Source: an optimization exercise on an open RTL-to-GDS flow (aim: small area, a short achievable clock period and few clock cycles per item). Production flows keep margins and buffers that such runs may drop.
Where RTL was checked, it was by simulation tests only, not by an equivalence proof against the original.
Only the layout flow was run in runs 3 to 5; the RTL was not checked for function there.

===== constraint.sdc =====
create_clock -name core_clock -period 15.0 [get_ports {i_clk}]
set_input_delay 3.0000 -clock core_clock [delete_from_list [all_inputs] [get_ports {i_clk}]]
set_output_delay 3.0000 -clock core_clock [all_outputs]
set_load 0.01 [all_outputs]

===== design.v =====
module bubbleSort #(
    parameter SIZE_DATA = 16,
    parameter NUM_VALS  = 8
)(
    input  logic                         i_clk,
    input  logic                         i_rst_n,
    input  logic                         i_start,
    input  logic [NUM_VALS-1:0][SIZE_DATA-1:0]    i_data,
    output logic [NUM_VALS-1:0][SIZE_DATA-1:0]    o_data,
    output logic                         o_done
);
    function automatic logic gt(input logic [SIZE_DATA-1:0] a, input logic [SIZE_DATA-1:0] b);
        logic c;
        c = 1'b0;
        for (int i = 0; i < SIZE_DATA; i++)
            c = (a[i] & ~b[i]) | (a[i] & c) | (~b[i] & c);
        gt = c;
    endfunction
    logic [2:0] valid;
    always_ff @(posedge i_clk or negedge i_rst_n) begin
        if (!i_rst_n)
            valid <= '0;
        else
            valid <= {valid[1:0], i_start};
    end
    assign o_done = valid[2];
    logic s1_02;
    assign s1_02 = gt(i_data[0], i_data[2]);
    logic s1_13;
    assign s1_13 = gt(i_data[1], i_data[3]);
    logic s1_46;
    assign s1_46 = gt(i_data[4], i_data[6]);
    logic s1_57;
    assign s1_57 = gt(i_data[5], i_data[7]);
    logic [SIZE_DATA-1:0] r0_0;
    logic [SIZE_DATA-1:0] r0_1;
    logic [SIZE_DATA-1:0] r0_2;
    logic [SIZE_DATA-1:0] r0_3;
    logic [SIZE_DATA-1:0] r0_4;
    logic [SIZE_DATA-1:0] r0_5;
    logic [SIZE_DATA-1:0] r0_6;
    logic [SIZE_DATA-1:0] r0_7;
    logic [3:0] r0_sel;
    always_ff @(posedge i_clk) begin
        r0_0 <= i_data[0];
        r0_1 <= i_data[1];
        r0_2 <= i_data[2];
        r0_3 <= i_data[3];
        r0_4 <= i_data[4];
        r0_5 <= i_data[5];
        r0_6 <= i_data[6];
        r0_7 <= i_data[7];
        r0_sel <= {s1_57, s1_46, s1_13, s1_02};
    end
    logic [SIZE_DATA-1:0] k1_0;
    logic [SIZE_DATA-1:0] k1_2;
    assign k1_0 = r0_sel[0] ? r0_2 : r0_0;
    assign k1_2 = r0_sel[0] ? r0_0 : r0_2;
    logic [SIZE_DATA-1:0] k1_1;
    logic [SIZE_DATA-1:0] k1_3;
    assign k1_1 = r0_sel[1] ? r0_3 : r0_1;
    assign k1_3 = r0_sel[1] ? r0_1 : r0_3;
    logic [SIZE_DATA-1:0] k1_4;
    logic [SIZE_DATA-1:0] k1_6;
    assign k1_4 = r0_sel[2] ? r0_6 : r0_4;
    assign k1_6 = r0_sel[2] ? r0_4 : r0_6;
    logic [SIZE_DATA-1:0] k1_5;
    logic [SIZE_DATA-1:0] k1_7;
    assign k1_5 = r0_sel[3] ? r0_7 : r0_5;
    assign k1_7 = r0_sel[3] ? r0_5 : r0_7;
    logic s2_04;
    assign s2_04 = gt(k1_0, k1_4);
    logic s2_15;
    assign s2_15 = gt(k1_1, k1_5);
    logic s2_26;
    assign s2_26 = gt(k1_2, k1_6);
    logic s2_37;
    assign s2_37 = gt(k1_3, k1_7);
    logic [SIZE_DATA-1:0] k2_0;
    logic [SIZE_DATA-1:0] k2_4;
    assign k2_0 = s2_04 ? k1_4 : k1_0;
    assign k2_4 = s2_04 ? k1_0 : k1_4;
    logic [SIZE_DATA-1:0] k2_1;
    logic [SIZE_DATA-1:0] k2_5;
    assign k2_1 = s2_15 ? k1_5 : k1_1;
    assign k2_5 = s2_15 ? k1_1 : k1_5;
    logic [SIZE_DATA-1:0] k2_2;
    logic [SIZE_DATA-1:0] k2_6;
    assign k2_2 = s2_26 ? k1_6 : k1_2;
    assign k2_6 = s2_26 ? k1_2 : k1_6;
    logic [SIZE_DATA-1:0] k2_3;
    logic [SIZE_DATA-1:0] k2_7;
    assign k2_3 = s2_37 ? k1_7 : k1_3;
    assign k2_7 = s2_37 ? k1_3 : k1_7;
    logic s3_01;
    assign s3_01 = gt(k2_0, k2_1);
    logic s3_23;
    assign s3_23 = gt(k2_2, k2_3);
    logic s3_45;
    assign s3_45 = gt(k2_4, k2_5);
    logic s3_67;
    assign s3_67 = gt(k2_6, k2_7);
    logic [SIZE_DATA-1:0] k3_0;
    logic [SIZE_DATA-1:0] k3_1;
    assign k3_0 = s3_01 ? k2_1 : k2_0;
    assign k3_1 = s3_01 ? k2_0 : k2_1;
    logic [SIZE_DATA-1:0] k3_2;
    logic [SIZE_DATA-1:0] k3_3;
    assign k3_2 = s3_23 ? k2_3 : k2_2;
    assign k3_3 = s3_23 ? k2_2 : k2_3;
    logic [SIZE_DATA-1:0] k3_4;
    logic [SIZE_DATA-1:0] k3_5;
    assign k3_4 = s3_45 ? k2_5 : k2_4;
    assign k3_5 = s3_45 ? k2_4 : k2_5;
    logic [SIZE_DATA-1:0] k3_6;
    logic [SIZE_DATA-1:0] k3_7;
    assign k3_6 = s3_67 ? k2_7 : k2_6;
    assign k3_7 = s3_67 ? k2_6 : k2_7;
    logic [SIZE_DATA-1:0] r1_0;
    logic [SIZE_DATA-1:0] r1_1;
    logic [SIZE_DATA-1:0] r1_2;
    logic [SIZE_DATA-1:0] r1_3;
    logic [SIZE_DATA-1:0] r1_4;
    logic [SIZE_DATA-1:0] r1_5;
    logic [SIZE_DATA-1:0] r1_6;
    logic [SIZE_DATA-1:0] r1_7;
    always_ff @(posedge i_clk) begin
        r1_0 <= k3_0;
        r1_1 <= k3_1;
        r1_2 <= k3_2;
        r1_3 <= k3_3;
        r1_4 <= k3_4;
        r1_5 <= k3_5;
        r1_6 <= k3_6;
        r1_7 <= k3_7;
    end
    logic s4_24;
    assign s4_24 = gt(r1_2, r1_4);
    logic s4_35;
    assign s4_35 = gt(r1_3, r1_5);
    logic [SIZE_DATA-1:0] k4_2;
    logic [SIZE_DATA-1:0] k4_4;
    assign k4_2 = s4_24 ? r1_4 : r1_2;
    assign k4_4 = s4_24 ? r1_2 : r1_4;
    logic [SIZE_DATA-1:0] k4_3;
    logic [SIZE_DATA-1:0] k4_5;
    assign k4_3 = s4_35 ? r1_5 : r1_3;
    assign k4_5 = s4_35 ? r1_3 : r1_5;
    logic s5_14;
    assign s5_14 = gt(r1_1, k4_4);
    logic s5_36;
    assign s5_36 = gt(k4_3, r1_6);
    logic [SIZE_DATA-1:0] k5_1;
    logic [SIZE_DATA-1:0] k5_4;
    assign k5_1 = s5_14 ? k4_4 : r1_1;
    assign k5_4 = s5_14 ? r1_1 : k4_4;
    logic [SIZE_DATA-1:0] k5_3;
    logic [SIZE_DATA-1:0] k5_6;
    assign k5_3 = s5_36 ? r1_6 : k4_3;
    assign k5_6 = s5_36 ? k4_3 : r1_6;
    logic s6_12;
    assign s6_12 = gt(k5_1, k4_2);
    logic s6_34;
    assign s6_34 = gt(k5_3, k5_4);
    logic s6_56;
    assign s6_56 = gt(k4_5, k5_6);
    logic [SIZE_DATA-1:0] r2_0;
    logic [SIZE_DATA-1:0] r2_1;
    logic [SIZE_DATA-1:0] r2_2;
    logic [SIZE_DATA-1:0] r2_3;
    logic [SIZE_DATA-1:0] r2_4;
    logic [SIZE_DATA-1:0] r2_5;
    logic [SIZE_DATA-1:0] r2_6;
    logic [SIZE_DATA-1:0] r2_7;
    logic [2:0] r2_sel;
    always_ff @(posedge i_clk) begin
        r2_0 <= r1_0;
        r2_1 <= k5_1;
        r2_2 <= k4_2;
        r2_3 <= k5_3;
        r2_4 <= k5_4;
        r2_5 <= k4_5;
        r2_6 <= k5_6;
        r2_7 <= r1_7;
        r2_sel <= {s6_56, s6_34, s6_12};
    end
    logic [SIZE_DATA-1:0] k6_1;
    logic [SIZE_DATA-1:0] k6_2;
    assign k6_1 = r2_sel[0] ? r2_2 : r2_1;
    assign k6_2 = r2_sel[0] ? r2_1 : r2_2;
    logic [SIZE_DATA-1:0] k6_3;
    logic [SIZE_DATA-1:0] k6_4;
    assign k6_3 = r2_sel[1] ? r2_4 : r2_3;
    assign k6_4 = r2_sel[1] ? r2_3 : r2_4;
    logic [SIZE_DATA-1:0] k6_5;
    logic [SIZE_DATA-1:0] k6_6;
    assign k6_5 = r2_sel[2] ? r2_6 : r2_5;
    assign k6_6 = r2_sel[2] ? r2_5 : r2_6;
    assign o_data[0] = r2_0;
    assign o_data[1] = k6_1;
    assign o_data[2] = k6_2;
    assign o_data[3] = k6_3;
    assign o_data[4] = k6_4;
    assign o_data[5] = k6_5;
    assign o_data[6] = k6_6;
    assign o_data[7] = r2_7;
endmodule

===== standard.sh =====
#!/bin/bash
# synth_recipe.tcl (not shown) runs the flow's synth.tcl, then flattens the netlist and writes it again
# the make line also repeats each setting of config.mk as NAME=value (left out here)
make -C /OpenROAD-flow-scripts/flow DESIGN_CONFIG=/design/flow/config.mk WORK_HOME=/design/flow/orfs CLKGATE_MAP_FILE= SYNTH_SCRIPT=/design/flow/synth_recipe.tcl "${@:-finish}"

===== config.mk =====
export PLATFORM = sky130hd
export DESIGN_NAME = bubbleSort
export DESIGN_NICKNAME = bubbleSort
export VERILOG_FILES = /design/flow/design.v
export SDC_FILE = /design/flow/constraint.sdc
export NUM_CORES = 8
export LEC_CHECK = 0
export ABC_AREA = 1
export CAP_MARGIN = 50
export CORE_MARGIN = 2
export CORE_UTILIZATION = 40
export SETUP_SLACK_MARGIN = 1.0
export SLEW_MARGIN = 50

===== flow/run.sh =====
#!/bin/bash
# Standard ORFS layout, with repair_timing aiming at a larger setup margin.
set -euo pipefail
sed -e 's/SETUP_SLACK_MARGIN=[^ ]*/SETUP_SLACK_MARGIN=11/' standard.sh > standard_margin.sh
bash standard_margin.sh > standard_margin.log 2>&1

==> results of run 1 <==
==> layer usage <==
metal,global-route usage,wire length (um),share of wire,vias up
met4,0.140,4140,0.053,0
li1,-,-,-,11466
met5,0,0,0,-
met2,0.457,36400,0.47,703
met1,0.346,33200,0.43,10253
met3,0.0398,4310,0.055,170
==> final timing paths <==
path / from / to / slack, ns
setup / recovery: r2_sel[0] / o_data[19] / 10.36
hold / removal: r1_7[13] / r2_7[13] / 0.32
min in group asynchronous: i_rst_n / valid[0] / 2.61
setup reg to reg: r0_sel[0] / r1_2[2] / 10.43
hold reg to reg: r1_7[13] / r2_7[13] / 0.32
max in group asynchronous: i_rst_n / valid[1] / 12.25
==> Yosys cell counts <==
cell type,count,share of area
nand2_1,1196,0.21
inv_1,760,0.14
dfxtp_1,391,0.37
o21ai_0,295,0.070
nand3_1,176,0.042
o22ai_1,114,0.034
o21ai_1,110,0.026
nor2_1,76,0.014
a21oi_1,59,0.014
buf_2,52,0.012
o211ai_1,49,0.018
clkbuf_1,35,0.0063
buf_4,29,0.010
inv_2,24,0.0043
nand2_2,13,0.0039
buf_6,10,0.0054
o21a_1,6,0.0021
a22oi_1,5,0.0018
buf_1,5,0.00089
o21ai_2,5,0.0021
or2_2,5,0.0015
dfrtp_1,3,0.0036
or2_1,3,0.00089
a21oi_2,2,0.00084
clkinv_1,2,0.00036
nand3b_1,2,0.00072
a21boi_1,1,0.00036
and2_1,1,0.00030
nor2_2,1,0.00030
o22a_1,1,0.00042
or2_0,1,0.00030
==> cell type report <==
class | count | share of cell area
timing repair buffer | 495 | 0.155
multi-input combinational | 2162 | 0.421
tap | 680 | 0.0271
inverter | 786 | 0.0947
clock buffer | 56 | 0.0395
sequential | 394 | 0.254
clock inverter | 21 | 0.00829
==> per-stage QoR <==
stage               std cells  instance area, um2
floorplan                3432               21000
global placement         4244               23700
detailed placement       4244               23800
CTS                      4532               29300
global route             4594               31400
finish                   4594               31400
==> cell families after synthesis <==
kind of cell           Yosys count  synth area share
AND/OR/NAND/NOR               1474             0.277
buffers and inverters          917             0.176
AO/OA/AOI/OAI                  647             0.170
flip-flops                     394             0.377
==> worst max-delay path: cells and delay by family, from the launching register on <==
family	cells	cell delay [ns]
flops	1	0.51
simple gates	1	0.04
buf+inv	3	0.44
compound gates	1	0.06
==> repair_timing <==
item	4_1_cts	5_1_grt
pin swaps	191	208
cloned	48	16
buffers inserted	163	44
gates resized for setup	1287	437
hold buffers	0	0
endpoints found under the setup margin	316	276
==> impl_metrics.env, run 1 <==
export IMPL_cap_viol_max_count=0
export IMPL_utilization=0.608
export IMPL_synth_seq_area_share=0.377
export IMPL_end_kind="output pin"
export IMPL_tightest_slew_ns=0.829
export IMPL_holdPathStages=0
export IMPL_cts_buffers_inserted=42
export IMPL_dr_pass1_iters=5
export IMPL_area_growth_syn_to_layout_pct=49.6
export IMPL_rows=83
export IMPL_grt_pass1_vias=20764
export IMPL_synth_cell_types=31
export IMPL_fp_dieW_um=233
export IMPL_period_minus_slack_ns=4.64
export IMPL_n_antenna_cell=0
export IMPL_holdWs_ns=0.323
export IMPL_status="timing/DRC/antenna clean"
export IMPL_avgSynthCellArea_um2=6.11
export IMPL_n_fill_cell=4733
export IMPL_layout_commonest_cell="nand2_1"
export IMPL_vias=22592
export IMPL_drive_gt1_frac=0.300
export IMPL_cp_start_kind="flop"
export IMPL_wl_per_cell_um=17.0
export IMPL_drc_errors=0
export IMPL_dieArea_um2=54300
export IMPL_slowest_stage="dfxtp_4"
export IMPL_ys_warn_count=1
export IMPL_cp_data_arrival_time_ns=1.64
export IMPL_place_hpwl_um=53300
export IMPL_drtIter0Drc=1753
export IMPL_hold_class="flop to flop"
export IMPL_dp_worst_setup_slack_ns=9.15
export IMPL_path_cells="buf_12, buf_4, nand2_2, o21ai_2, buf_2"
export IMPL_ant_nets=0
export IMPL_top_level_ports=260
export IMPL_fmax_ghz=0.216
export IMPL_grt_total_usage=0.275
export IMPL_ff2ff_path_depth=48
export IMPL_cts_tree="yes"
export IMPL_clock_latency_ns=0.58
export IMPL_synthCells=3432
export IMPL_finalSetupTns_ns=0
export IMPL_layout_setup_ws_ns=10.36
export IMPL_relSlewSlack=0.446
export IMPL_overflow=0
export IMPL_cp_required_ns=12.00
export IMPL_synth_area_um2=21000
export IMPL_ys_ff_latch=394
export IMPL_numPortBuffers=259
export IMPL_multi_input_area_um2=13200
export IMPL_final_cell_mix="nand2_1, inv_1, dfxtp_1"
export IMPL_regArea_um2=7980
export IMPL_die_y_um=233
export IMPL_grt_max_degree=35
export IMPL_fin_nets=4012
export IMPL_finalWirelength_um=78000
export IMPL_skew_ns=0.0169
export IMPL_core_area_um2=51600
export IMPL_drv_slew=0
export IMPL_clockBufferDepth=3
export IMPL_cp_max_fo=8
export IMPL_max_stage_delay_ns=0.51
export IMPL_cts_sinks=394
export IMPL_finalCritPeriodShare=0.309
export IMPL_initial_utilization=0.406
export IMPL_rsz0062_at_grt="yes"
export IMPL_cts_max_level=2
export IMPL_cts_root_buf="clkbuf_16"
export IMPL_hold_viol=0
export IMPL_grt_pass1_wl_um=116000
export IMPL_synth_net_count=3563
export IMPL_setup_viol=0
export IMPL_viasPerCell=4.92
export IMPL_path_class="flop to output pin"
export IMPL_gp_congestion=0.947
export IMPL_cts_reportedPaths_clkPinSlew_ns=0.06
export IMPL_antenna_found_initial=0
Testbench counts, summed over its fixed seeds: cycles 2,072, sets 2,048.
==> inputs of run 2 (changes only) <==
==> flow/run.sh (replaced) <==
#!/bin/bash
# Layout flow: the standard ORFS flow (standard.sh) with two changes:
#  - synthesis maps the logic with flow/abc.script (area-oriented mapping)
#    instead of ORFS's abc_area.script; everything else in synth_recipe.tcl,
#    including the register mapping, is unchanged;
#  - repair_timing aims at a larger setup margin (flow/margin.txt), so the
#    placer and CTS steps size and buffer the critical paths.
# Each tool's log stays in orfs/logs/; the make output goes to standard_custom.log.
set -euo pipefail
HERE=$(pwd)
MARGIN=$(cat flow/margin.txt)
cp "$FLOW_HOME/scripts/synth.tcl" synth_abc.tcl
sed -i "s|^source \$::env(SCRIPTS_DIR)/synth_preamble.tcl|&\nset abc_args [lreplace \$abc_args 1 1 $HERE/flow/abc.script]|" synth_abc.tcl
sed "s|\$::env(SCRIPTS_DIR)/synth.tcl|$HERE/synth_abc.tcl|" synth_recipe.tcl > synth_recipe_abc.tcl
sed -e "s/SETUP_SLACK_MARGIN=[^ ]*/SETUP_SLACK_MARGIN=$MARGIN/" \
    -e "s|SYNTH_SCRIPT=[^ ]*|SYNTH_SCRIPT=$HERE/synth_recipe_abc.tcl|" standard.sh > standard_custom.sh
bash standard_custom.sh > standard_custom.log 2>&1
==> flow/abc.script (new file) <==
&get -n
&st
&dch
&nf -R 1000
&put
topo
stime -c
==> flow/margin.txt (new file) <==
10
--- a/config.mk
+++ b/config.mk
@@ -9,5 +9,4 @@
 export CAP_MARGIN = 50
 export CORE_MARGIN = 2
 export CORE_UTILIZATION = 40
-export SETUP_SLACK_MARGIN = 1.0
 export SLEW_MARGIN = 50
==> impl_metrics.env, run 2 <==
export IMPL_status="timing/DRC/antenna clean"
export IMPL_path_common_cell="maj3_1"
export IMPL_holdWs_ns=0.322
export IMPL_area_growth_syn_to_layout_pct=28.8
export IMPL_grt_max_degree=61
export IMPL_drtIter0Drc=915
export IMPL_final_area_um2=22400
export IMPL_cts_reportedPaths_clkPinSlew_ns=0.06
export IMPL_synth_cell_types=28
export IMPL_synth_area_leaders="dfxtp_1, maj3_1, mux2_1, mux2i_1, a21oi_1"
export IMPL_critPathTopFamily="adder cells"
export IMPL_hold_viol=0
export IMPL_n_fill_cell=4086
export IMPL_yosys_area_top_type="dfxtp_1"
export IMPL_cts_max_level=2
export IMPL_synth_top_cells_by_count="dfxtp_1, maj3_1, nor2_1, a21oi_1, clkinv_1"
export IMPL_synth_edf_count=0
export IMPL_synth_compound_area_frac=0.120
export IMPL_path_class="flop to flop"
export IMPL_r2r_start="r1_4[0]"
export IMPL_die_y_um=212
export IMPL_numPortBuffers=259
export IMPL_setup_viol=0
export IMPL_grt_pass1_vias=12988
export IMPL_ys_warn_count=1
export IMPL_multi_input_area_um2=8910
export IMPL_hold_class="flop to flop"
export IMPL_skew_ns=0.0186
export IMPL_wl_per_cell_um=16.8
export IMPL_synth_fa_ha_area_frac=0.123
export IMPL_finalWirelength_um=46800
export IMPL_synth_seq_area_share=0.455
export IMPL_avgSynthCellArea_um2=9.45
export IMPL_relSlewSlack=0.527
export IMPL_cp_data_arrival_time_ns=14.83
export IMPL_synthCells=1839
export IMPL_slowest_stage="maj3_4"
export IMPL_synth_top_area_share=0.450
export IMPL_post_synth_top_count_cell="dfxtp_1"
export IMPL_finalCritPeriodShare=0.959
export IMPL_top_level_ports=260
export IMPL_rows=76
export IMPL_grt_total_usage=0.206
export IMPL_crit_path_start="r1_4[0]"
export IMPL_final_cell_mix="dfxtp_1, clkdlybuf4s50_1, nor2_1"
export IMPL_cp_required_ns=15.44
export IMPL_drc_errors=0
export IMPL_drv_slew=0
export IMPL_cp_max_fo=8
export IMPL_fmax_ghz=0.0695
export IMPL_period_minus_slack_ns=14.39
export IMPL_regArea_um2=7900
export IMPL_synth_area_um2=17400
export IMPL_core_area_um2=43000
export IMPL_rsz0062_at_grt="no"
export IMPL_fin_nets=2301
export IMPL_dr_pass1_iters=5
export IMPL_drive_gt1_frac=0.0549
export IMPL_initial_utilization=0.404
export IMPL_ant_nets=0
export IMPL_synth_top_family_by_area="multiplexers"
export IMPL_n_antenna_cell=0
export IMPL_end_kind="flop"
export IMPL_cts_tree="yes"
export IMPL_synth_net_count=1970
export IMPL_placed_cell_area_um2=21000
export IMPL_antenna_found_initial=2
export IMPL_postCtsHoldBufs=0
export IMPL_clock_latency_ns=0.56
export IMPL_cts_sinks=394
export IMPL_clockBufferDepth=3
export IMPL_overflow=0
export IMPL_synth_xor_area_frac=0
export IMPL_fp_dieW_um=212
export IMPL_synthFlopType="dfxtp_1"
export IMPL_cts_buffers_inserted=41
export IMPL_tightest_slew_ns=0.701
export IMPL_layout_commonest_cell="dfxtp_1"
export IMPL_cp_start_kind="flop"
export IMPL_synthSimpleGateAreaFrac=0.0862
export IMPL_max_stage_delay_ns=0.40
export IMPL_gp_congestion=0.860
export IMPL_cap_viol_max_count=0
export IMPL_grt_pass1_wl_um=71200
export IMPL_cts_root_buf="clkbuf_16"
export IMPL_ys_ff_latch=394
export IMPL_synth_mux_area_frac=0.179
export IMPL_cp_num_buf_inv=1
export IMPL_viasPerCell=4.91
export IMPL_dieArea_um2=45100
export IMPL_synthArstFlopShare=0.00761
export IMPL_hp_start="r1_7[14]"
export IMPL_vias=13676
export IMPL_place_hpwl_um=37900
run 2: cell types whose count changed in the layout (fill, tap and decap cells not counted), sizes merged, moves of 124 or more:
cell	previous run	this run
a21oi	61	193
buf	372	29
clkdlybuf4s50	90	259
clkinv	10	184
inv	787	2
maj3	0	214
mux2	0	163
mux2i	0	127
nand2	1250	155
nand3	176	0
nor2	77	201
o21ai	410	136
run 2: path summary, 6_finish.rpt:
| path | endpoint | slack [ns] | cells after the start |
|---|---|---|---|
| setup / recovery | r2_sel[1] | 0.61 | 46 |
| hold / removal | r2_7[14] | 0.32 | 0 |
| setup reg to reg | r2_sel[1] | 0.61 | 46 |
| hold reg to reg | r2_7[14] | 0.32 | 0 |
| max in group asynchronous | valid[2] | 12.24 | 1 |
| min in group asynchronous | valid[0] | 2.62 | 1 |
run 2: per-stage QoR:
step,std cells,setup slack (ns),TNS (ns),util
2_1_floorplan,1839,0.240,0,-
3_3_place_gp,2709,0.0478,0,0.487
3_5_place_dp,2709,-0.0461,-0.0461,0.487
4_1_cts,2785,0.0159,0,0.520
5_1_grt,2788,0.0601,0,0.521
6_report,2788,0.612,0,0.521
run 2: timing repair:
action / CTS / global route
setup endpoints to repair: 1 / 1
gates resized for setup: 1 / 15
buffers inserted: 0 / 3
pin swaps: 0 / 8
run 2: routing by layer:
| metal | vias to the layer above | GRT usage | wire length [um] |
|---|---|---|---|
| met5 | - | 0 | 0 |
| met4 | 0 | 0.0550 | 922 |
| met3 | 57 | 0.0331 | 2120 |
| met2 | 323 | 0.331 | 20900 |
| met1 | 6221 | 0.288 | 22800 |
| li1 | 7075 | - | - |
run 2: logic make-up (layout without fill, tap and decap cells):
logic type / count (synthesis) / in the layout
simple gates: 382 / 382
fa+ha+maj: 214 / 214
compound gates: 387 / 387
flops: 394 / 394
mux: 290 / 290
buf+inv: 172 / 536
run 2: cell type report:
| cell class | count | share of cell area |
|---|---|---|
| Clock inverter | 21 | 0.00983 |
| Multi-Input combinational cell | 1273 | 0.398 |
| Inverter | 172 | 0.0288 |
| Tap cell | 585 | 0.0327 |
| Clock buffer | 55 | 0.0523 |
| Timing Repair Buffer | 288 | 0.126 |
| Sequential cell | 394 | 0.353 |
==> inputs of run 3 (changes only) <==
--- a/design.v
+++ b/design.v
@@ -10,11 +10,26 @@
     output logic                         o_done
 );
     function automatic logic gt(input logic [SIZE_DATA-1:0] a, input logic [SIZE_DATA-1:0] b);
-        logic c;
-        c = 1'b0;
-        for (int i = 0; i < SIZE_DATA; i++)
-            c = (a[i] & ~b[i]) | (a[i] & c) | (~b[i] & c);
-        gt = c;
+        logic [SIZE_DATA-1:0] g, e;
+        g = a & ~b;
+        e = ~(a ^ b);
+        for (int i = 0; i < 8; i++) begin
+            g[i] = g[2*i+1] | (e[2*i+1] & g[2*i]);
+            e[i] = e[2*i+1] & e[2*i];
+        end
+        for (int i = 0; i < 4; i++) begin
+            g[i] = g[2*i+1] | (e[2*i+1] & g[2*i]);
+            e[i] = e[2*i+1] & e[2*i];
+        end
+        for (int i = 0; i < 2; i++) begin
+            g[i] = g[2*i+1] | (e[2*i+1] & g[2*i]);
+            e[i] = e[2*i+1] & e[2*i];
+        end
+        for (int i = 0; i < 1; i++) begin
+            g[i] = g[2*i+1] | (e[2*i+1] & g[2*i]);
+            e[i] = e[2*i+1] & e[2*i];
+        end
+        gt = g[0];
     endfunction
     logic [2:0] valid;
     always_ff @(posedge i_clk or negedge i_rst_n) begin
==> impl_metrics.env, run 3 <==
export IMPL_synth_compound_area_frac=0.144
export IMPL_cts_tree="yes"
export IMPL_finalWirelength_um=57900
export IMPL_end_kind="flop"
export IMPL_cp_required_ns=15.45
export IMPL_crit_path_start="r1_5[9]"
export IMPL_drive_gt1_frac=0.0422
export IMPL_cts_sinks=394
export IMPL_core_area_um2=50300
export IMPL_r2r_start="r1_5[9]"
export IMPL_synth_area_leaders="dfxtp_1, ha_1, mux2_1, mux2i_1, a21oi_1"
export IMPL_postCtsHoldBufs=0
export IMPL_period_minus_slack_ns=6.57
export IMPL_n_fill_cell=4739
export IMPL_timing_rr_end="r2_sel[2]"
export IMPL_initial_utilization=0.406
export IMPL_synth_top_cells_by_count="dfxtp_1, ha_1, a21oi_1, nand2_1, clkinv_1"
export IMPL_synth_net_count=2617
export IMPL_grt_total_usage=0.217
export IMPL_viasPerCell=5.10
export IMPL_fmax_ghz=0.152
export IMPL_synth_top_family_by_area="adder cells"
export IMPL_ant_nets=0
export IMPL_clockBufferDepth=3
export IMPL_grt_max_degree=65
export IMPL_synth_mux_area_frac=0.160
export IMPL_dieArea_um2=52800
export IMPL_synthCells=2202
export IMPL_cp_data_arrival_time_ns=7.02
export IMPL_ys_ff_latch=394
export IMPL_reg2reg_setup_slack_ns=8.43
export IMPL_synth_seq_area_share=0.387
export IMPL_drc_errors=0
export IMPL_path_class="flop to flop"
export IMPL_holdWs_ns=0.324
export IMPL_die_y_um=230
export IMPL_skew_ns=0.0270
export IMPL_endpoint="r2_sel[2]"
export IMPL_rsz0062_at_grt="no"
export IMPL_drv_slew=0
export IMPL_rows=82
export IMPL_grt_pass1_vias=15845
export IMPL_slowest_stage="a2111oi_0"
export IMPL_cts_buffers_inserted=41
export IMPL_gp_congestion=0.918
export IMPL_cts_resized_gates=0
export IMPL_tightest_slew_ns=0.747
export IMPL_critPathTopFamily="compound AO/OA/AOI/OAI gates"
export IMPL_place_hpwl_um=48300
export IMPL_synthSimpleGateAreaFrac=0.0947
export IMPL_cp_start_kind="flop"
export IMPL_relSlewSlack=0.497
export IMPL_synth_top_area_share=0.384
export IMPL_synthFlopType="dfxtp_1"
export IMPL_n_antenna_cell=0
export IMPL_numPortBuffers=259
export IMPL_cap_viol_max_count=0
export IMPL_cp_num_buf_inv=6
export IMPL_ys_warn_count=1
export IMPL_synth_xor_area_frac=0
export IMPL_antenna_found_initial=0
export IMPL_top_level_ports=260
export IMPL_synth_cell_types=29
export IMPL_fin_nets=2945
export IMPL_synth_fa_ha_area_frac=0.174
export IMPL_cp_max_fo=40
export IMPL_synth_area_um2=20400
export IMPL_hold_class="flop to flop"
export IMPL_overflow=0
export IMPL_yosys_area_top_type="dfxtp_1"
export IMPL_post_synth_top_count_cell="dfxtp_1"
export IMPL_dr_pass1_iters=5
export IMPL_cts_reportedPaths_clkPinSlew_ns=0.06
export IMPL_area_growth_syn_to_layout_pct=25.1
export IMPL_grt_pass1_wl_um=89200
export IMPL_ff2ff_path_depth=27
export IMPL_final_cell_mix="dfxtp_1, ha_1, clkdlybuf4s50_1"
export IMPL_wl_per_cell_um=17.9
export IMPL_clock_latency_ns=0.58
export IMPL_hold_viol=0
export IMPL_finalCritPeriodShare=0.438
export IMPL_setup_viol=0
export IMPL_cts_setup_buffers=0
export IMPL_path_depth=27
export IMPL_drtIter0Drc=931
export IMPL_vias=16497
export IMPL_cts_root_buf="clkbuf_16"
export IMPL_cts_max_level=2
export IMPL_fp_dieW_um=230
export IMPL_synth_edf_count=0
export IMPL_avgSynthCellArea_um2=9.27
export IMPL_status="timing/DRC/antenna clean"
export IMPL_synthArstFlopShare=0.00761
export IMPL_finalSetupTns_ns=0
export IMPL_max_stage_delay_ns=0.58
export IMPL_layout_commonest_cell="dfxtp_1"
[run 3: per-stage QoR]
| step | util | std cells | cell area [um2] | setup slack, ns |
|---|---|---|---|---|
| finish | 0.508 | 3232 | 25500 | 8.43 |
| global route | 0.508 | 3232 | 25500 | 7.85 |
| CTS | 0.508 | 3232 | 25500 | 8.25 |
| detailed placement | 0.481 | 3159 | 24200 | 8.28 |
| global placement | 0.480 | 3157 | 24100 | 8.42 |
| floorplan | - | 2202 | 20400 | 0.297 |
[run 3: kinds of logic (layout without fill, tap and decap cells)]
logic type,Yosys count,after routing
AO/OA/AOI/OAI,528,528
AND/OR/NAND/NOR,475,475
flip-flops,394,394
multiplexers,306,306
adder cells (fa/ha/maj),284,284
buffers and inverters,215,573
[run 3: routing by layer]
layer / GRT usage / vias to the layer above / part of all wire
met5: 0 / - / 0
met4: 0.0438 / 0 / 0.016
met3: 0.0299 / 62 / 0.046
met2: 0.360 / 346 / 0.46
met1: 0.300 / 7629 / 0.48
li1: - / 8460 / -
[run 3: how the worst min path moves through the flow]
stage               startpoint      end  slack [ns]  cells past startpoint
finish                 r1_0[0]  r2_0[0]        0.32                      0
global route           r1_0[9]  r2_0[9]        0.33                      0
CTS                    r1_0[0]  r2_0[0]        0.33                      0
detailed placement     r1_0[0]  r2_0[0]        0.31                      0
global placement       r1_0[3]  r2_0[3]        0.31                      0
floorplan              r1_0[0]  r2_0[0]        0.31                      0
[run 3: final cells by class]
type	instances	area, um2	share of cell area
clock inverters	14	155	0.00608
inverters	215	807	0.0316
flip-flops and latches	394	7910	0.310
well taps	672	841	0.0329
clock buffers	59	1200	0.0471
multi-input cells	1593	11800	0.463
repair buffers	285	2790	0.109
[run 3: worst register-to-register path: stages, from the launching register on]
cell	delay [ns]
dfxtp_1	0.32
clkinv_1	0.10
ha_1	0.32
a21o_1	0.18
nand3_1	0.08
a21oi_1	0.07
a2111oi_0	0.58
buf_4	0.23
o31ai_4	0.12
buf_4	0.24
o21ai_0	0.33
clkinv_1	0.12
ha_1	0.28
nor3b_1	0.19
o211ai_1	0.11
a21oi_1	0.15
a2111oi_0	0.09
buf_4	0.17
o21ai_4	0.47
buf_4	0.43
nor2_1	0.10
a21o_1	0.18
ha_1	0.29
a21oi_1	0.16
a21oi_1	0.09
a2111oi_0	0.54
nor4_1	0.14
a2111o_1	0.36
==> inputs of run 4 (changes only) <==
==> flow/abc.script (replaced) <==
strash
dch
map -B 0.9
topo
stime -c
buffer -c
upsize -c
dnsize -c
==> impl_metrics.env, run 4 <==
export IMPL_finalCritPeriodShare=0.391
export IMPL_area_growth_syn_to_layout_pct=20.6
export IMPL_synth_area_leaders="dfxtp_1, ha_1, nand2_1, o21ai_0, inv_1"
export IMPL_avgSynthCellArea_um2=7.14
export IMPL_skew_ns=0.0316
export IMPL_hold_path_end="r2_0[6]"
export IMPL_instances_no_fill=3982
export IMPL_placedCellCount=3904
export IMPL_n_fill_cell=5322
export IMPL_setup_viol=0
export IMPL_place_hpwl_um=55600
export IMPL_hp_start="r1_0[6]"
export IMPL_top_level_ports=260
export IMPL_relSlewSlack=0.390
export IMPL_ys_ff_latch=394
export IMPL_fp_dieW_um=238
export IMPL_clockBufferDepth=3
export IMPL_fmax_ghz=0.170
export IMPL_final_cell_mix="nand2_1, inv_1, dfxtp_1"
export IMPL_utilization=0.490
export IMPL_cts_max_level=2
export IMPL_slowest_stage="dfxtp_2"
export IMPL_cts_setup_buffers=0
export IMPL_grt_pass1_wl_um=102000
export IMPL_yosys_area_top_type="dfxtp_1"
export IMPL_die_y_um=238
export IMPL_overflow=0
export IMPL_cp_start_kind="flop"
export IMPL_cts_tree="yes"
export IMPL_viasPerCell=5.01
export IMPL_hold_class="flop to flop"
export IMPL_grt_max_degree=65
export IMPL_vias=19940
export IMPL_path_cells="inv_2, o21ai_0, ha_1, nand4_1, a31oi_1, a2111oi_1, nand2_2, inv_2, o21ai_0, ha_1, nand2_1, nor2_1, a211oi_1, nand2_1, nand2_2, nand2_2, nand2_1, nand2_1"
export IMPL_tightest_slew_ns=0.906
export IMPL_grt_pass1_vias=18383
export IMPL_synth_net_count=3489
export IMPL_cp_required_ns=15.45
export IMPL_drive_gt1_frac=0.0438
export IMPL_drv_slew=0
export IMPL_cp_num_buf_inv=2
export IMPL_synth_edf_count=0
export IMPL_post_synth_top_count_cell="nand2_1"
export IMPL_synth_cell_types=37
export IMPL_cts_reportedPaths_clkPinSlew_ns=0.06
export IMPL_timing_rr_end="r1_3[15]"
export IMPL_status="timing/DRC/antenna clean"
export IMPL_multi_input_area_um2=11900
export IMPL_synth_area_um2=21900
export IMPL_cp_data_arrival_time_ns=6.32
export IMPL_synth_seq_area_share=0.360
export IMPL_holdWs_ns=0.324
export IMPL_gp_congestion=0.961
export IMPL_cts_root_buf="clkbuf_16"
export IMPL_rows=85
export IMPL_path_common_cell="nand2_1"
export IMPL_rsz0062_at_grt="no"
export IMPL_synthArstFlopShare=0.00761
export IMPL_cts_buffers_inserted=43
export IMPL_postCtsHoldBufs=0
export IMPL_synth_top_cells_by_count="nand2_1, inv_1, dfxtp_1, o21ai_0, ha_1"
export IMPL_end_kind="flop"
export IMPL_holdPathStages=0
export IMPL_ff2ff_path_depth=18
export IMPL_n_antenna_cell=0
export IMPL_wl_per_cell_um=16.9
export IMPL_grt_total_usage=0.234
export IMPL_finalWirelength_um=67500
export IMPL_antenna_found_initial=0
export IMPL_regArea_um2=7920
export IMPL_r2r_start="r0_sel[0]"
export IMPL_synthFlopType="dfxtp_1"
export IMPL_core_area_um2=54000
export IMPL_period_minus_slack_ns=5.87
export IMPL_path_class="flop to flop"
export IMPL_synthCells=3074
export IMPL_dieArea_um2=56700
export IMPL_dr_pass1_iters=6
export IMPL_cp_max_fo=35
export IMPL_reg2reg_setup_slack_ns=9.13
export IMPL_cts_resized_gates=0
export IMPL_drc_errors=0
export IMPL_hold_viol=0
export IMPL_critPathTopFamily="simple AND/OR/NAND/NOR gates"
export IMPL_fin_nets=3668
export IMPL_ant_nets=0
export IMPL_cap_viol_max_count=0
export IMPL_numPortBuffers=259
export IMPL_max_stage_delay_ns=0.65
export IMPL_cts_sinks=394
export IMPL_initial_utilization=0.406
export IMPL_clock_latency_ns=0.59
export IMPL_layout_commonest_cell="nand2_1"
export IMPL_drtIter0Drc=1465
export IMPL_ys_warn_count=1
export IMPL_finalSetupTns_ns=0
export IMPL_synth_top_area_share=0.357
==> run 4: cell types whose count changed after synthesis, sizes merged, moves of 13 or more <==
cell     change
inv        +422
buf         +44
nand2      +600
a21o        -25
o21ai      +203
o21a        -14
mux2       -162
clkinv     -215
mux2i      -144
clkbuf      +89
nand3      +130
a2111oi     -13
a21oi       -21
==> run 4: how the worst max path moves through the flow <==
stage                     startpoint  endpoint  slack, ns  cells after the start
after floorplan            r0_sel[0]  r1_6[14]      10.36                     19
after global placement     r0_sel[0]   r1_3[9]       8.28                     19
after detailed placement   r0_sel[0]  r1_3[15]       8.96                     18
after CTS                  r0_sel[0]  r1_3[15]       8.96                     18
after global routing       r0_sel[0]   r1_3[7]       8.51                     19
final                      r0_sel[0]  r1_3[15]       9.13                     18
==> run 4: metrics by stage <==
step | setup slack [ns] | instance area, um2
2_1_floorplan | 10.36 | 21900
6_report | 9.13 | 26500
5_1_grt | 8.51 | 26500
3_3_place_gp | 8.28 | 24900
3_5_place_dp | 8.96 | 24900
4_1_cts | 8.96 | 26400
==> run 4: layout make-up <==
class                           count  area share
Clock inverter                     25      0.0114
Inverter                          422      0.0599
Multi-Input combinational cell   2125       0.451
Timing Repair Buffer              267       0.100
Sequential cell                   394       0.299
Clock buffer                       53      0.0452
Tap cell                          696      0.0329
==> run 4: kinds of logic after synthesis <==
logic type | after synthesis | synth area share
AND/OR/NAND/NOR | 1187 | 0.219
AO/OA/AOI/OAI | 654 | 0.159
flip-flops | 394 | 0.360
buffers and inverters | 555 | 0.0997
adder cells (fa/ha/maj) | 284 | 0.162
==> run 4: layer usage <==
metal / global-route usage / share of wire / vias to the layer above
met3: 0.0407 / 0.062 / 119
li1: - / - / 10331
met4: 0.0928 / 0.041 / 0
met1: 0.295 / 0.44 / 8915
met2: 0.397 / 0.46 / 575
met5: 0 / 0 / -
==> inputs of run 5 (changes only) <==
==> flow/run.sh (replaced) <==
#!/bin/bash
# Layout flow: the standard ORFS flow (standard.sh) with these changes:
#  - synthesis maps the logic with flow/abc.script instead of ORFS's
#    abc_area.script; everything else in synth_recipe.tcl, including the
#    register mapping, is unchanged;
#  - the make variables in flow/make_vars.txt (one VAR=value per line) are
#    added to the make command line, e.g. a larger SETUP_SLACK_MARGIN so
#    repair_timing sizes and buffers the critical paths.
# Each tool's log stays in orfs/logs/; the make output goes to standard_custom.log.
set -euo pipefail
HERE=$(pwd)
cp "$FLOW_HOME/scripts/synth.tcl" synth_abc.tcl
sed -i "s|^source \$::env(SCRIPTS_DIR)/synth_preamble.tcl|&\nset abc_args [lreplace \$abc_args 1 1 $HERE/flow/abc.script]|" synth_abc.tcl
sed "s|\$::env(SCRIPTS_DIR)/synth.tcl|$HERE/synth_abc.tcl|" synth_recipe.tcl > synth_recipe_abc.tcl
EXTRA=""
while IFS= read -r line; do
  [[ -z "$line" || "$line" == \#* ]] && continue
  EXTRA="$EXTRA '$line'"
done < flow/make_vars.txt
sed -e "s|SYNTH_SCRIPT=[^ ]*|SYNTH_SCRIPT=$HERE/synth_recipe_abc.tcl|" \
    -e "s|\"\${@:-finish}\"|$EXTRA &|" standard.sh > standard_custom.sh
bash standard_custom.sh > standard_custom.log 2>&1
==> flow/make_vars.txt (new file) <==
SETUP_SLACK_MARGIN=11
BUFFER_PORTS_ARGS=-buffer_cell sky130_fd_sc_hd__buf_2
removed: flow/margin.txt
==> impl_metrics.env, run 5 <==
export IMPL_synthSimpleGateAreaFrac=0.219
export IMPL_synth_area_um2=21900
export IMPL_cts_root_buf="clkbuf_16"
export IMPL_skew_ns=0.0285
export IMPL_path_cells="buf_4, clkbuf_16, o21ai_1, nor2_1, a21oi_2, o21ai_1, nor3b_2, o21ai_2, buf_6, buf_6, nand2_8, o21ai_1, ha_4, buf_4, a2111oi_4, buf_4, buf_12, buf_12, nand2_8, nand2_2, nand2_1"
export IMPL_end_kind="flop"
export IMPL_synth_compound_area_frac=0.159
export IMPL_synth_cell_types=37
export IMPL_place_hpwl_um=51700
export IMPL_layout_commonest_cell="nand2_1"
export IMPL_tightest_slew_ns=0.820
export IMPL_fmax_ghz=0.222
export IMPL_max_stage_delay_ns=0.64
export IMPL_reg2reg_setup_slack_ns=10.49
export IMPL_synth_net_count=3489
export IMPL_core_area_um2=54000
export IMPL_synthArstFlopShare=0.00761
export IMPL_cts_buffers_inserted=43
export IMPL_die_y_um=238
export IMPL_drv_slew=0
export IMPL_wl_per_cell_um=19.1
export IMPL_cp_start_kind="flop"
export IMPL_hp_start="r1_0[7]"
export IMPL_vias=23266
export IMPL_overflow=0
export IMPL_synth_top_area_share=0.357
export IMPL_top_usage_layer="met2"
export IMPL_rows=85
export IMPL_cts_max_level=2
export IMPL_synth_mux_area_frac=0
export IMPL_ant_nets=0
export IMPL_drtIter0Drc=2156
export IMPL_timing_rr_end="r1_2[3]"
export IMPL_cp_data_arrival_time_ns=4.98
export IMPL_drive_gt1_frac=0.396
export IMPL_instances_no_fill=4330
export IMPL_cts_reportedPaths_clkPinSlew_ns=0.06
export IMPL_gp_congestion=0.936
export IMPL_grt_pass1_vias=19828
export IMPL_cap_viol_max_count=0
export IMPL_numPortBuffers=259
export IMPL_synthCells=3074
export IMPL_rsz0062_at_grt="yes"
export IMPL_n_antenna_cell=0
export IMPL_synth_seq_area_share=0.360
export IMPL_cp_required_ns=15.47
export IMPL_finalCritPeriodShare=0.301
export IMPL_post_synth_top_count_cell="nand2_1"
export IMPL_synth_top_cells_by_count="nand2_1, inv_1, dfxtp_1, o21ai_0, ha_1"
export IMPL_synth_edf_count=0
export IMPL_ys_ff_latch=394
export IMPL_slowest_stage="o21ai_1"
export IMPL_synthFlopType="dfxtp_1"
export IMPL_fp_dieW_um=238
export IMPL_drc_errors=0
export IMPL_grt_pass1_wl_um=110000
export IMPL_met3_usage=0.0317
export IMPL_viasPerCell=5.37
export IMPL_cp_max_fo=16
export IMPL_ys_warn_count=1
export IMPL_finalWirelength_um=82600
export IMPL_finalSetupTns_ns=0
export IMPL_status="timing/DRC/antenna clean"
export IMPL_relSlewSlack=0.450
export IMPL_grt_max_degree=34
export IMPL_hold_viol=0
export IMPL_path_class="flop to flop"
export IMPL_synth_fa_ha_area_frac=0.162
export IMPL_placedCellCount=3903
export IMPL_hold_path_end="r2_0[7]"
export IMPL_top_level_ports=260
export IMPL_met1_usage=0.323
export IMPL_dieArea_um2=56700
export IMPL_cts_sinks=394
export IMPL_synth_top_family_by_area="simple AND/OR/NAND/NOR gates"
export IMPL_synth_xor_area_frac=0
export IMPL_period_minus_slack_ns=4.51
export IMPL_yosys_area_top_type="dfxtp_1"
export IMPL_antenna_found_initial=0
export IMPL_grt_util_met2=0.409
export IMPL_synth_area_leaders="dfxtp_1, ha_1, nand2_1, o21ai_0, inv_1"
export IMPL_fin_nets=4015
export IMPL_r2r_start="r0_sel[3]"
export IMPL_dr_pass1_iters=6
export IMPL_avgSynthCellArea_um2=7.14
export IMPL_final_cell_mix="nand2_1, inv_1, dfxtp_1"
export IMPL_clockBufferDepth=3
export IMPL_clock_latency_ns=0.60
export IMPL_grt_total_usage=0.247
export IMPL_cts_tree="yes"
export IMPL_ff2ff_path_depth=21
export IMPL_hold_class="flop to flop"
export IMPL_crit_path_start="r0_sel[3]"
export IMPL_area_growth_syn_to_layout_pct=52.9
export IMPL_initial_utilization=0.406
export IMPL_setup_viol=0
export IMPL_holdPathStages=0
==> run 5: worst max-delay path, delay by kind of cell, from the launching register on <==
kind / cells / cell delay [ns]
flip-flops: 1 / 0.37
AO/OA/AOI/OAI: 6 / 1.87
adder cells (fa/ha/maj): 1 / 0.31
AND/OR/NAND/NOR: 6 / 0.59
buffers and inverters: 8 / 1.25
==> run 5: metal layers <==
layer  routed length (um)  vias to the layer above  part of all wire
met5                    0                        -                 0
met4                 5530                        0             0.067
met3                 6110                      352             0.074
met2                38100                     1134              0.46
met1                32900                    10662              0.40
li1                     -                    11118                 -
==> run 5: layout make-up <==
class	count	area, um2
clock buffer	51	1180
clock inverter	28	324
fill	4351	20500
inverter	422	1700
multi-input combinational	2160	16600
sequential	394	8000
tap	696	871
timing repair buffer	570	4810
timing repair inverter	9	104
==> run 5: metrics by stage <==
| stage | cell area [um2] | hold WS, ns | worst slack (ns) | util |
|---|---|---|---|---|
| floorplan | 22000 | 0.310 | 10.71 | - |
| global placement | 23600 | 0.312 | 8.63 | 0.438 |
| detailed placement | 23700 | 0.312 | 8.92 | 0.438 |
| CTS | 28500 | 0.320 | 10.52 | 0.528 |
| global route | 33500 | 0.321 | 10.43 | 0.621 |
| finish | 33500 | 0.319 | 10.49 | 0.621 |
==> run 5: repair_timing <==
item / CTS / global route
buffers inserted: 128 / 161
hold buffers: 0 / 0
endpoints found under the setup margin: 296 / 262
resized for setup: 629 / 697
hold endpoints to repair: 0 / 0
cloned: 26 / 33
pin swaps: 60 / 231
==> run 5: how the worst max path moves through the flow <==
stage,to,depth (start not counted)
2_1_floorplan,r0_sel[0],8
3_3_place_gp,r1_3[15],19
3_5_place_dp,r1_2[15],19
4_1_cts,o_data[93],4
5_1_grt,o_data[76],4
6_report,r1_2[3],21
==> run 5: kinds of logic after synthesis <==
kind of cell	count (synthesis)
DFF	394
and+or+nand+nor	1187
AOI/OAI and AO/OA	654
buffers and inverters	555
adders and majority gates	284
==> inputs of run 6 (changes only) <==
--- a/design.v
+++ b/design.v
@@ -10,26 +10,11 @@
     output logic                         o_done
 );
     function automatic logic gt(input logic [SIZE_DATA-1:0] a, input logic [SIZE_DATA-1:0] b);
-        logic [SIZE_DATA-1:0] g, e;
-        g = a & ~b;
-        e = ~(a ^ b);
-        for (int i = 0; i < 8; i++) begin
-            g[i] = g[2*i+1] | (e[2*i+1] & g[2*i]);
-            e[i] = e[2*i+1] & e[2*i];
-        end
-        for (int i = 0; i < 4; i++) begin
-            g[i] = g[2*i+1] | (e[2*i+1] & g[2*i]);
-            e[i] = e[2*i+1] & e[2*i];
-        end
-        for (int i = 0; i < 2; i++) begin
-            g[i] = g[2*i+1] | (e[2*i+1] & g[2*i]);
-            e[i] = e[2*i+1] & e[2*i];
-        end
-        for (int i = 0; i < 1; i++) begin
-            g[i] = g[2*i+1] | (e[2*i+1] & g[2*i]);
-            e[i] = e[2*i+1] & e[2*i];
-        end
-        gt = g[0];
+        logic c;
+        c = 1'b0;
+        for (int i = 0; i < SIZE_DATA; i++)
+            c = (a[i] & ~b[i]) | (a[i] & c) | (~b[i] & c);
+        gt = c;
     endfunction
     logic [2:0] valid;
     always_ff @(posedge i_clk or negedge i_rst_n) begin
==> flow/make_vars.txt (replaced) <==
SETUP_SLACK_MARGIN=10
BUFFER_PORTS_ARGS=-buffer_cell sky130_fd_sc_hd__buf_2
==> impl_metrics.env, run 6 <==
export IMPL_grt_max_degree=65
export IMPL_synth_seq_area_share=0.377
export IMPL_slowest_stage="dfxtp_4"
export IMPL_utilization=0.501
export IMPL_holdPathStages=0
export IMPL_met3_usage=0.0355
export IMPL_synth_edf_count=0
export IMPL_cts_sinks=394
export IMPL_drtIter0Drc=1798
export IMPL_instances_no_fill=4398
export IMPL_cts_tree="yes"
export IMPL_antenna_found_initial=0
export IMPL_finalCritPeriodShare=0.317
export IMPL_fp_dieW_um=233
export IMPL_fmax_ghz=0.211
export IMPL_ys_warn_count=1
export IMPL_n_fill_cell=5364
export IMPL_synthArstFlopShare=0.00761
export IMPL_place_hpwl_um=53200
export IMPL_drc_errors=0
export IMPL_synthFlopType="dfxtp_1"
export IMPL_initial_utilization=0.406
export IMPL_status="timing/DRC/antenna clean"
export IMPL_gp_congestion=0.968
export IMPL_grt_total_usage=0.236
export IMPL_path_common_cell="nand2_1"
export IMPL_grt_pass1_vias=17563
export IMPL_n_antenna_cell=0
export IMPL_finalWirelength_um=68900
export IMPL_synthCells=3432
export IMPL_dr_pass1_iters=6
export IMPL_top_level_ports=260
export IMPL_synth_area_leaders="dfxtp_1, nand2_1, inv_1, o21ai_0, nand3_1"
export IMPL_area_growth_syn_to_layout_pct=23.3
export IMPL_hold_viol=0
export IMPL_dieArea_um2=54300
export IMPL_final_cell_mix="nand2_1, inv_1, dfxtp_1"
export IMPL_synth_cell_types=31
export IMPL_setup_viol=0
export IMPL_wl_per_cell_um=15.7
export IMPL_top_usage_layer="met2"
export IMPL_viasPerCell=4.79
export IMPL_synth_top_area_share=0.373
export IMPL_ff2ff_path_depth=46
export IMPL_yosys_area_top_type="dfxtp_1"
export IMPL_finalSetupTns_ns=0
export IMPL_path_class="flop to flop"
export IMPL_synth_top_cells_by_count="nand2_1, inv_1, dfxtp_1, o21ai_0, nand3_1"
export IMPL_core_area_um2=51600
export IMPL_hold_class="flop to flop"
export IMPL_drv_slew=0
export IMPL_cp_required_ns=15.46
export IMPL_grt_util_met2=0.389
export IMPL_clockBufferDepth=3
export IMPL_grt_pass1_wl_um=98400
export IMPL_met1_usage=0.315
export IMPL_post_synth_top_count_cell="nand2_1"
export IMPL_placedCellCount=4245
export IMPL_cts_max_level=2
export IMPL_fin_nets=3817
export IMPL_overflow=0
export IMPL_period_minus_slack_ns=4.75
export IMPL_cp_start_kind="flop"
export IMPL_rsz0062_at_grt="yes"
export IMPL_clock_latency_ns=0.57
export IMPL_max_stage_delay_ns=0.38
export IMPL_cp_max_fo=8
export IMPL_rows=83
export IMPL_synth_area_um2=21000
export IMPL_relSlewSlack=0.373
export IMPL_layout_commonest_cell="nand2_1"
export IMPL_ys_ff_latch=394
export IMPL_end_kind="flop"
export IMPL_numPortBuffers=259
export IMPL_drive_gt1_frac=0.165
export IMPL_cts_root_buf="clkbuf_16"
export IMPL_vias=21082
export IMPL_cts_reportedPaths_clkPinSlew_ns=0.06
export IMPL_avgSynthCellArea_um2=6.11
export IMPL_cts_buffers_inserted=44
export IMPL_cap_viol_max_count=0
export IMPL_cp_data_arrival_time_ns=5.21
export IMPL_synth_net_count=3563
export IMPL_skew_ns=0.0239
export IMPL_die_y_um=233
export IMPL_tightest_slew_ns=0.938
export IMPL_ant_nets=0
==> run 6: layer usage <==
metal,share of wire,wire length (um)
met1,0.45,30800
met2,0.45,31200
met3,0.061,4200
met4,0.039,2710
met5,0,0
==> run 6: cell families (layout without fill, tap and decap cells) <==
family                 after synthesis  in the layout  synth area share
AOI/OAI and AO/OA                  647            647             0.170
buffers and inverters              917           1181             0.176
DFF                                394            394             0.377
and+or+nand+nor                   1474           1496             0.277
==> run 6: area by class of cell <==
class | count | area [um2] | share of cell area
Clock buffer | 60 | 1270 | 0.0492
Clock inverter | 18 | 224 | 0.00866
Inverter | 786 | 2950 | 0.114
Multi-Input combinational cell | 2143 | 10600 | 0.411
Sequential cell | 394 | 7940 | 0.307
Tap cell | 680 | 851 | 0.0329
Timing Repair Buffer | 317 | 2000 | 0.0775
==> run 6: critical path, delay by kind of cell (launching register included) <==
kind | cells | cell delay (ns)
AND/OR/NAND/NOR | 39 | 3.12
flip-flops | 1 | 0.38
buffers and inverters | 3 | 0.38
AO/OA/AOI/OAI | 4 | 0.73
==> run 6: final timing paths <==
check | startpoint | end | slack [ns]
setup / recovery | r0_sel[1] | r1_1[14] | 10.25
hold / removal | r1_7[7] | r2_7[7] | 0.32
setup reg to reg | r0_sel[1] | r1_1[14] | 10.25
hold reg to reg | r1_7[7] | r2_7[7] | 0.32
max in group asynchronous | i_rst_n | valid[1] | 12.67
min in group asynchronous | i_rst_n | valid[2] | 2.23
==> run 6: through the flow <==
step                      instance area, um2  hold slack [ns]  setup slack, ns
after floorplan                        21000            0.310            10.45
after global routing                   25900            0.329             9.85
after global placement                 22400            0.311             8.15
final                                  25900            0.324            10.25
after CTS                              24200            0.323             9.99
after detailed placement               22500            0.312             8.97
==> run 6: what timing repair did <==
item / CTS / global route
buffers inserted: 3 / 42
pin swaps: 0 / 35
endpoints found under the setup margin: 123 / 123
hold buffers: 0 / 0
cloned: 0 / 30
endpoints found under the hold margin: 0 / 0
resized for setup: 51 / 217
Testbench counts of run 6, summed over its fixed seeds: cycles 2,072, sets 2,048.
==> inputs of run 7 (changes only) <==
==> flow/make_vars.txt (replaced) <==
SETUP_SLACK_MARGIN=11
BUFFER_PORTS_ARGS=-buffer_cell sky130_fd_sc_hd__buf_2
==> impl_metrics.env, run 7 <==
export IMPL_status="timing/DRC/antenna clean"
export IMPL_cts_root_buf="clkbuf_16"
export IMPL_ys_warn_count=1
export IMPL_relSlewSlack=0.435
export IMPL_rsz0062_at_grt="yes"
export IMPL_grt_max_degree=35
export IMPL_hold_class="flop to flop"
export IMPL_avgSynthCellArea_um2=6.11
export IMPL_dieArea_um2=54300
export IMPL_synthFlopType="dfxtp_1"
export IMPL_setup_viol=0
export IMPL_synthArstFlopShare=0.00761
export IMPL_n_antenna_cell=0
export IMPL_wl_met2_um=36600
export IMPL_area_growth_syn_to_layout_pct=43.3
export IMPL_place_hpwl_um=53700
export IMPL_wl_per_cell_um=17.1
export IMPL_end_kind="flop"
export IMPL_synth_cell_types=31
export IMPL_multi_input_area_um2=12500
export IMPL_layout_commonest_cell="nand2_1"
export IMPL_postCtsHoldBufs=0
export IMPL_cap_viol_max_count=0
export IMPL_hold_viol=0
export IMPL_finalCritPeriodShare=0.324
export IMPL_cts_tree="yes"
export IMPL_utilization=0.582
export IMPL_wl_met3_um=4620
export IMPL_slowest_stage="dfxtp_4"
export IMPL_fin_nets=4003
export IMPL_grt_pass1_wl_um=115000
export IMPL_initial_utilization=0.406
export IMPL_synth_top_cells_by_count="nand2_1, inv_1, dfxtp_1, o21ai_0, nand3_1"
export IMPL_die_y_um=233
export IMPL_overflow=0
export IMPL_synth_area_um2=21000
export IMPL_yosys_area_top_type="dfxtp_1"
export IMPL_max_stage_delay_ns=0.38
export IMPL_finalSetupTns_ns=0
export IMPL_cts_buffers_inserted=43
export IMPL_cp_max_fo=6
export IMPL_cp_data_arrival_time_ns=5.32
export IMPL_dr_pass1_iters=6
export IMPL_drtIter0Drc=1754
export IMPL_met1_length_um=33200
export IMPL_synthCells=3432
export IMPL_grt_pass1_vias=20269
export IMPL_reg2reg_setup_slack_ns=10.14
export IMPL_regArea_um2=7970
export IMPL_maxUsedRoutingLayer="met4"
export IMPL_drc_errors=0
export IMPL_rows=83
export IMPL_antenna_found_initial=0
export IMPL_cp_required_ns=15.46
export IMPL_viasPerCell=4.91
export IMPL_fp_dieW_um=233
export IMPL_ys_ff_latch=394
export IMPL_tightest_slew_ns=0.841
export IMPL_clockBufferDepth=3
export IMPL_synth_top_area_share=0.373
export IMPL_cp_start_kind="flop"
export IMPL_drive_gt1_frac=0.300
export IMPL_core_area_um2=51600
export IMPL_path_class="flop to flop"
export IMPL_cts_reportedPaths_clkPinSlew_ns=0.06
export IMPL_clock_latency_ns=0.58
export IMPL_numPortBuffers=259
export IMPL_synth_net_count=3563
export IMPL_post_synth_top_count_cell="nand2_1"
export IMPL_finalWirelength_um=78200
export IMPL_grt_total_usage=0.275
export IMPL_synth_seq_area_share=0.377
export IMPL_critPathTopFamily="buffers and inverters"
export IMPL_cts_max_level=2
export IMPL_ant_nets=0
export IMPL_synth_edf_count=0
export IMPL_drv_slew=0
export IMPL_cp_num_buf_inv=18
export IMPL_n_fill_cell=4850
export IMPL_cts_sinks=394
export IMPL_fmax_ghz=0.206
export IMPL_skew_ns=0.0242
export IMPL_gp_congestion=0.966
export IMPL_synth_area_leaders="dfxtp_1, nand2_1, inv_1, o21ai_0, nand3_1"
export IMPL_period_minus_slack_ns=4.86
export IMPL_vias=22517
export IMPL_final_cell_mix="nand2_1, inv_1, dfxtp_1"
export IMPL_top_level_ports=260
==> run 7: stage by stage <==
step | hold slack [ns] | instances | area (um2) | worst slack, ns
global route | 0.320 | 4586 | 30100 | 9.90
global placement | 0.311 | 4247 | 22400 | 8.07
CTS | 0.316 | 4535 | 28400 | 10.33
floorplan | 0.310 | 3432 | 21000 | 10.45
detailed placement | 0.312 | 4247 | 22500 | 8.83
finish | 0.319 | 4586 | 30100 | 10.14
==> run 7: kinds of logic (layout without fill, tap and decap cells) <==
logic type / after synthesis / in the layout / share of synthesized area
AND/OR/NAND/NOR: 1474 / 1512 / 0.277
buffers and inverters: 917 / 1353 / 0.176
AO/OA/AOI/OAI: 647 / 647 / 0.170
flip-flops: 394 / 394 / 0.377
==> run 7: worst paths after layout <==
path                                start  endpoint  depth (start not counted)
worst max-delay path            r0_sel[1]   r1_1[1]                         43
worst min-delay path             r1_7[11]  r2_7[11]                          0
worst max register to register  r0_sel[1]   r1_1[1]                         43
worst min register to register   r1_7[11]  r2_7[11]                          0
max in group asynchronous         i_rst_n  valid[2]                          1
min in group asynchronous         i_rst_n  valid[0]                          1
==> run 7: area by class of cell <==
| type | instances | area share |
|---|---|---|
| inverters | 786 | 0.0985 |
| clock inverters | 19 | 0.00787 |
| flip-flops and latches | 394 | 0.265 |
| clock buffers | 60 | 0.0410 |
| repair buffers | 488 | 0.142 |
| well taps | 680 | 0.0283 |
| multi-input cells | 2159 | 0.417 |
==> run 7: worst register-to-register path, delay by kind of cell (launching register included) <==
family | cells | cell delay (ns)
buffers and inverters | 18 | 2.25
AOI/OAI and AO/OA | 3 | 0.41
and+or+nand+nor | 22 | 1.70
DFF | 1 | 0.38
==> run 7: what timing repair did <==
action,in CTS,in global routing
buffers inserted,147,45
cloned,62,5
pin swaps,122,169
resized for setup,636,300
endpoints found under the setup margin,316,279
==> run 7: layer usage <==
layer	global-route usage	vias to the layer above
li1	-	11441
met1	0.348	10183
met2	0.466	731
met3	0.0430	162
met4	0.111	0
met5	0	-

## afterwards: timing with drivers on the ports
The flow's constraints put no driver on any port. The routed layouts listed below were extracted and timed again, unchanged, in two steps.
Step 1 sets driving cells, clkbuf_16 on the clock port and buf_2 on the other inputs (assumed; they add their load-dependent delay and slew).
Step 2 adds t to the input delays and takes it off the output delays; t is the mean of the earliest and latest rising clock arrival at the registers after step 1. Input paths then give back, and output paths get back, about the clock's delay inside the block.
Slacks: ideal ports / drivers / drivers and shift; pairs: ideal ports / drivers.
| run | t (ns) | slack for setup (ns) | clock arrival spread, ns | worst data-port slew with drivers (ns) |
|---|---|---|---|---|
| run 1 | 0.631 | 10.364 / 10.303 / 9.978 | 0.017 / 0.017 | 0.05 |
| run 2 | 0.611 | 0.612 / 0.612 / 0.612 | 0.018 / 0.019 | 0.05 |
| run 3 | 0.627 | 8.427 / 8.427 / 8.427 | 0.027 / 0.027 | 0.06 |
| run 4 | 0.629 | 9.133 / 9.133 / 9.133 | 0.033 / 0.033 | 0.05 |
| run 5 | 0.642 | 10.488 / 10.438 / 10.455 | 0.030 / 0.030 | 0.06 |
| run 6 | 0.619 | 10.250 / 10.204 / 9.989 | 0.024 / 0.024 | 0.06 |
| run 7 | 0.631 | 10.140 / 10.140 / 9.966 | 0.025 / 0.024 | 0.05 |
After both steps setup and hold are still met in every run listed. For run 1, which loses most, drivers alone change the setup slack by -0.061 ns; drivers and shift together by -0.386 ns.
